Source: an optimization exercise on an open RTL-to-GDS flow (aim: small area, a short achievable clock period and few clock cycles). Production flows keep margins and buffers that such runs may drop.
In this exercise RTL edits were held to simulation tests only and were not proved equivalent to the original.

==> v5: inputs <==
// softmax
module softmax #(parameter
	ARITH_TYPE = 1,
	DATA_WIDTH = 32,
	INTEGER = 10,
	FRACTION = 22,
    E=8,
    M=23 )
    (
input  wire                  clk,
input  wire                  reset,
input  wire                  softmax_enable,
input  wire [DATA_WIDTH-1:0] in1,
input  wire [DATA_WIDTH-1:0] in2,
input  wire [DATA_WIDTH-1:0] in3,
input  wire [DATA_WIDTH-1:0] in4,
input  wire [DATA_WIDTH-1:0] max_input,
output wire [DATA_WIDTH-1:0] softmax_out_1,
output wire [DATA_WIDTH-1:0] softmax_out_2,
output wire [DATA_WIDTH-1:0] softmax_out_3,
output wire [DATA_WIDTH-1:0] softmax_out_4,
output reg                   softmax_output_ready
    );
localparam [3:0] LAST = 4'd6;
reg [3:0] cnt;    
always @(posedge clk or posedge reset) begin
    if (reset) begin
        cnt <= 4'd0;
        softmax_output_ready <= 1'b0;
    end else begin
        if (softmax_enable)
            cnt <= 4'd1;
        else if (cnt != 4'd0 && cnt != LAST)
            cnt <= cnt + 4'd1;
        else
            cnt <= 4'd0;
        softmax_output_ready <= (cnt == LAST);
    end
end
reg [30:0] xin;
always @(*) begin
    case (cnt[1:0])
    2'd0: xin = in1[30:0];
    2'd1: xin = in2[30:0];
    2'd2: xin = in3[30:0];
    default: xin = in4[30:0];
    endcase
end
wire [26:0] x26 = {1'b0, max_input[25:0]} - {1'b0, xin[25:0]};
reg        s1_bw;
reg [4:0]  s1_xh;
reg [6:0]  s1_idx;
reg [18:0] s1_r;
always @(posedge clk) begin
    s1_bw  <= x26[26];
    s1_xh  <= max_input[30:26] - xin[30:26];
    s1_idx <= x26[25:19];
    s1_r   <= x26[18:0];
end
wire s1_sat = (s1_xh != {4'd0, s1_bw});
wire gp0 = s1_r[0] & s1_r[1];
wire gp1 = s1_r[0] & s1_r[2];
wire gp2 = s1_r[0] & s1_r[3];
wire gp3 = s1_r[0] & s1_r[4];
wire gp4 = s1_r[0] & s1_r[5];
wire gp5 = s1_r[0] & s1_r[6];
wire gp6 = s1_r[0] & s1_r[7];
wire gp7 = s1_r[0] & s1_r[8];
wire gp8 = s1_r[0] & s1_r[9];
wire gp9 = s1_r[0] & s1_r[10];
wire gp10 = s1_r[0] & s1_r[11];
wire gp11 = s1_r[0] & s1_r[12];
wire gp12 = s1_r[0] & s1_r[13];
wire gp13 = s1_r[0] & s1_r[14];
wire gp14 = s1_r[0] & s1_r[15];
  ...
Settings: LEC_CHECK=0, ABC_AREA=1, CAP_MARGIN=20, CORE_MARGIN=2, CORE_UTILIZATION=40, PLACE_DENSITY=0.6, SLEW_MARGIN=20; clock period 15.0 ns.
standard.sh (not shown) runs the stock make flow with config.mk's settings and CLKGATE_MAP_FILE= SYNTH_SCRIPT=/design/flow/synth_recipe.tcl, a recipe that flattens the netlist after the stock synthesis.
==> flow/flow/run.sh <==
#!/bin/bash
# Layout flow: the standard ORFS flow, unchanged, with its timing repair
# asked to leave extra setup slack (the design is signed off at the design's
# clock period as usual; the margin only makes repair_timing work harder on
# the critical register-to-register paths).
set -euo pipefail
MARGIN=$(cat flow/margin.txt 2>/dev/null || echo 8)
bash standard.sh SETUP_SLACK_MARGIN=$MARGIN finish > flow_make.log 2>&1
==> flow/flow/margin.txt <==
8
==> v14: changes against v5 <==
==> flow/flow/margin.txt (replaced) <==
10
==> v22: changes against v5 <==
==> flow/run.sh (new file) <==
#!/bin/bash
# synth_recipe.tcl (not shown) runs the flow's synth.tcl, then flattens the netlist and writes it again
# the make line also repeats each setting of config.mk as NAME=value (left out here)
make -C /OpenROAD-flow-scripts/flow DESIGN_CONFIG=/design/flow/config.mk WORK_HOME=/design/flow/orfs CLKGATE_MAP_FILE= SYNTH_SCRIPT=/design/flow/synth_recipe.tcl finish
ABC_AREA = default   (was 1)
removed: flow/flow/run.sh
removed: flow/flow/margin.txt
removed: flow/standard.sh
==> qor summary <==
Outcome: v22 finished clean; v14 finished clean; v5 finished clean
Met2 routing resource usage after global routing: v22 38.5%; v14 40.8%; v5 40.2%
Wire length of the first global-routing pass: v22 169000 µm; v14 195000 µm; v5 188000 µm
Non-filler cells in the finished layout: v22 5383; v14 6333; v5 6244
Area occupied by multi-input gates: v22 27300 µm²; v14 28500 µm²; v5 27600 µm²
Crit path launch: v22 s2_sq[9]; v14 s2_sq[13]; v5 s2_sq[15]
Worst clock skew: v22 29.3 ps; v14 20.7 ps; v5 21.2 ps
Wire length the detailed router placed on met1: v22 44500 µm; v14 50900 µm; v5 49800 µm
R2r endpoint: v22 s3_d[13]; v14 s3_d[18]; v5 s3_d[18]
Met1 layer usage reported by global route: v22 29.4%; v14 32.8%; v5 31.5%
Vias per cell: v22 5.44; v14 5.35; v5 5.29
Setup repair after global routing missed its margin: v22 false; v14 true; v5 false
Placed wire-length estimate after detailed placement: v22 77200 µm; v14 92100 µm; v5 91200 µm
Worst Path Buf+Inv: v22 2; v14 7; v5 7
Slack of the worst reg-to-reg path: v22 6930 ps; v14 9160 ps; v5 8320 ps
Depth of the worst register-to-register path: v22 23; v14 30; v5 24
Timing-limited maximum frequency: v22 0.124 GHz; v14 0.171 GHz; v5 0.150 GHz
Inverters excl. clock: v22 661; v14 1066; v5 1056
Total placed cells including tap cells: v22 5318; v14 6171; v5 6178
Post-Route Hold Slack: v22 343 ps; v14 347 ps; v5 347 ps
Testbench counts of v5, summed over its fixed seeds: cycles 16,808.
Testbench counts of v14, summed over its fixed seeds: cycles 16,808.
Testbench counts of v22, summed over its fixed seeds: cycles 16,808.

========
==> run M: inputs <==
softmax, a different RTL version from the one above (not shown whole).
Settings: LEC_CHECK=0, ABC_AREA=1, CAP_MARGIN=20, CORE_MARGIN=2, CORE_UTILIZATION=40, PLACE_DENSITY=0.6, SLEW_MARGIN=20, SYNTH_HIERARCHICAL=1, SYNTH_MINIMUM_KEEP_SIZE=0; clock period 15.0 ns.
==> flow/flow/run.sh <==
#!/bin/bash
# Layout flow: the standard ORFS flow (standard.sh, unchanged) with two
# settings passed on to make:
#  - BUFFER_PORTS_ARGS: every input and output port still gets its buffer, a
#    buf_1 (the smallest buffer) instead of the cell buffer_ports picks.
# make's full output goes to flow_make.log; ORFS keeps each step's log under
# orfs/logs.
set -euo pipefail
MARGIN=$(cat flow/margin.txt)
bash standard.sh "SETUP_SLACK_MARGIN=$MARGIN" \
  "BUFFER_PORTS_ARGS=-buffer_cell sky130_fd_sc_hd__buf_1" finish > flow_make.log 2>&1
==> flow/flow/margin.txt <==
10
==> inputs of run P, as changes to run M <==
==> flow/flow/margin.txt (replaced) <==
8
==> inputs of run X, as changes to run M <==
CORE_UTILIZATION = 60   (was 40)
PLACE_DENSITY = 0.75   (was 0.6)
==> metrics.md <==
| Metric | Value |
|---|---|
| Ratio of cells with drive above 1 in the final layout | `0.186` |
| F_max | `between 150 and 200 MHz` |
| Worst hold path endpoint | `s2_si[5]$_DFF_P_` |
| Slowest-stage cell, CP | `fa_1` |
| Reg-to-Reg Start | `s2_sq[15]$_DFF_P_` |
| Status | `complete, no violations` |
-- figures above: run M

==> metrics.md <==
| Metric | Value |
|---|---|
| Ratio of cells with drive above 1 in the final layout | `0.187` |
| Worst hold path endpoint | `s2_si[5]$_DFF_P_` |
| Status | `complete, no violations` |
| Slowest-stage cell, CP | `fa_1` |
| F_max | `roughly 160 MHz` |
-- figures above: run X

==> metrics.md <==
| Metric | Value |
|---|---|
| Status | `complete, no violations` |
| Slowest-stage cell, CP | `dfxtp_1` |
| Ratio of cells with drive above 1 in the final layout | `0.0335` |
| Worst hold path endpoint | `s2_si[1]$_DFF_P_` |
| Reg-to-Reg Start | `s3_p12[5]$_SDFF_PP0_` |
-- figures above: run P

Testbench counts of run M, summed over its fixed seeds: cycles 16,808.
Testbench counts of run P, summed over its fixed seeds: cycles 16,808.
Testbench counts of run X, summed over its fixed seeds: cycles 16,808.

========
==> inputs of 11-06 <==
Another version of the RTL of softmax (not shown whole).
Settings: LEC_CHECK=0, ABC_AREA=1, CAP_MARGIN=20, CORE_MARGIN=2, CORE_UTILIZATION=40, PLACE_DENSITY=0.6, SLEW_MARGIN=20, SYNTH_HIERARCHICAL=1, SYNTH_MINIMUM_KEEP_SIZE=0; clock period 15.0 ns.
==> flow/flow/margin.txt <==
9
Scripts as last shown in full above: flow/flow/run.sh
==> inputs of 11-09, as changes to 11-06 <==
--- a/flow/config.mk
+++ b/flow/config.mk
@@ -10,4 +10,5 @@
 export CORE_MARGIN = 2
 export CORE_UTILIZATION = 40
+export CTS_BUF_LIST = sky130_fd_sc_hd__clkbuf_4 sky130_fd_sc_hd__clkbuf_8
 export PLACE_DENSITY = 0.6
 export SLEW_MARGIN = 20
==> flow_summary.toml <==
[timing]
period_share = 0.387
worst_hold_slack_ns = 0.325

[worst_setup_path]
max_stage_delay_ns = 0.53
r2r_setup_slack_ns = 9.20

[status]
status = "complete, no violations"

[finish]
n_antenna_cell = 0

[clock_tree]
insertion_delay_ns = 0.58

[drt]
wl_met3_mm = 9.58
The numbers above come from 11-06.

==> flow_summary.toml <==
[timing]
period_share = 0.390
worst_hold_slack_ns = 0.311

[status]
status = "complete, no violations"

[worst_setup_path]
max_stage_delay_ns = 0.80

[clock_tree]
insertion_delay_ns = 0.61
The numbers above come from 11-09.

Testbench counts of 11-06, summed over its fixed seeds: cycles 16,808.
Testbench counts of 11-09, summed over its fixed seeds: cycles 16,808.

[static timing again, ports no longer ideal]
Ports are ideal in the flow. The routed layouts listed here were re-timed in OpenROAD.
Step 1, drivers: a clkbuf_16 drives clk and a buf_2 each remaining input, both assumed.
Step 2 also shifts input and output timing later by t, the mid clock arrival at the registers, as if the neighbouring blocks saw the same clock.
Three values: ideal, step 1, step 2; two values: the first two.
| run | t (ns) | setup slack, ns | worst slew at a driven data input, ns |
|---|---|---|---|
| v5 | 0.655 | 8.320 / 8.320 / 8.320 | 0.07 |
| v14 | 0.653 | 9.163 / 9.163 / 9.163 | 0.06 |
| v22 | 0.629 | 6.934 / 6.934 / 6.934 | 0.08 |
| run M | 0.649 | 9.381 / 9.381 / 9.381 | 0.05 |
| run P | 0.635 | 8.380 / 8.380 / 8.380 | 0.05 |
| run X | 0.627 | 8.737 / 8.737 / 8.737 | 0.12 |
| 11-06 | 0.629 | 9.201 / 9.201 / 9.201 | 0.07 |
| 11-09 | 0.653 | 9.154 / 9.154 / 9.154 | 0.07 |
After both steps setup and hold are still met in every run listed.
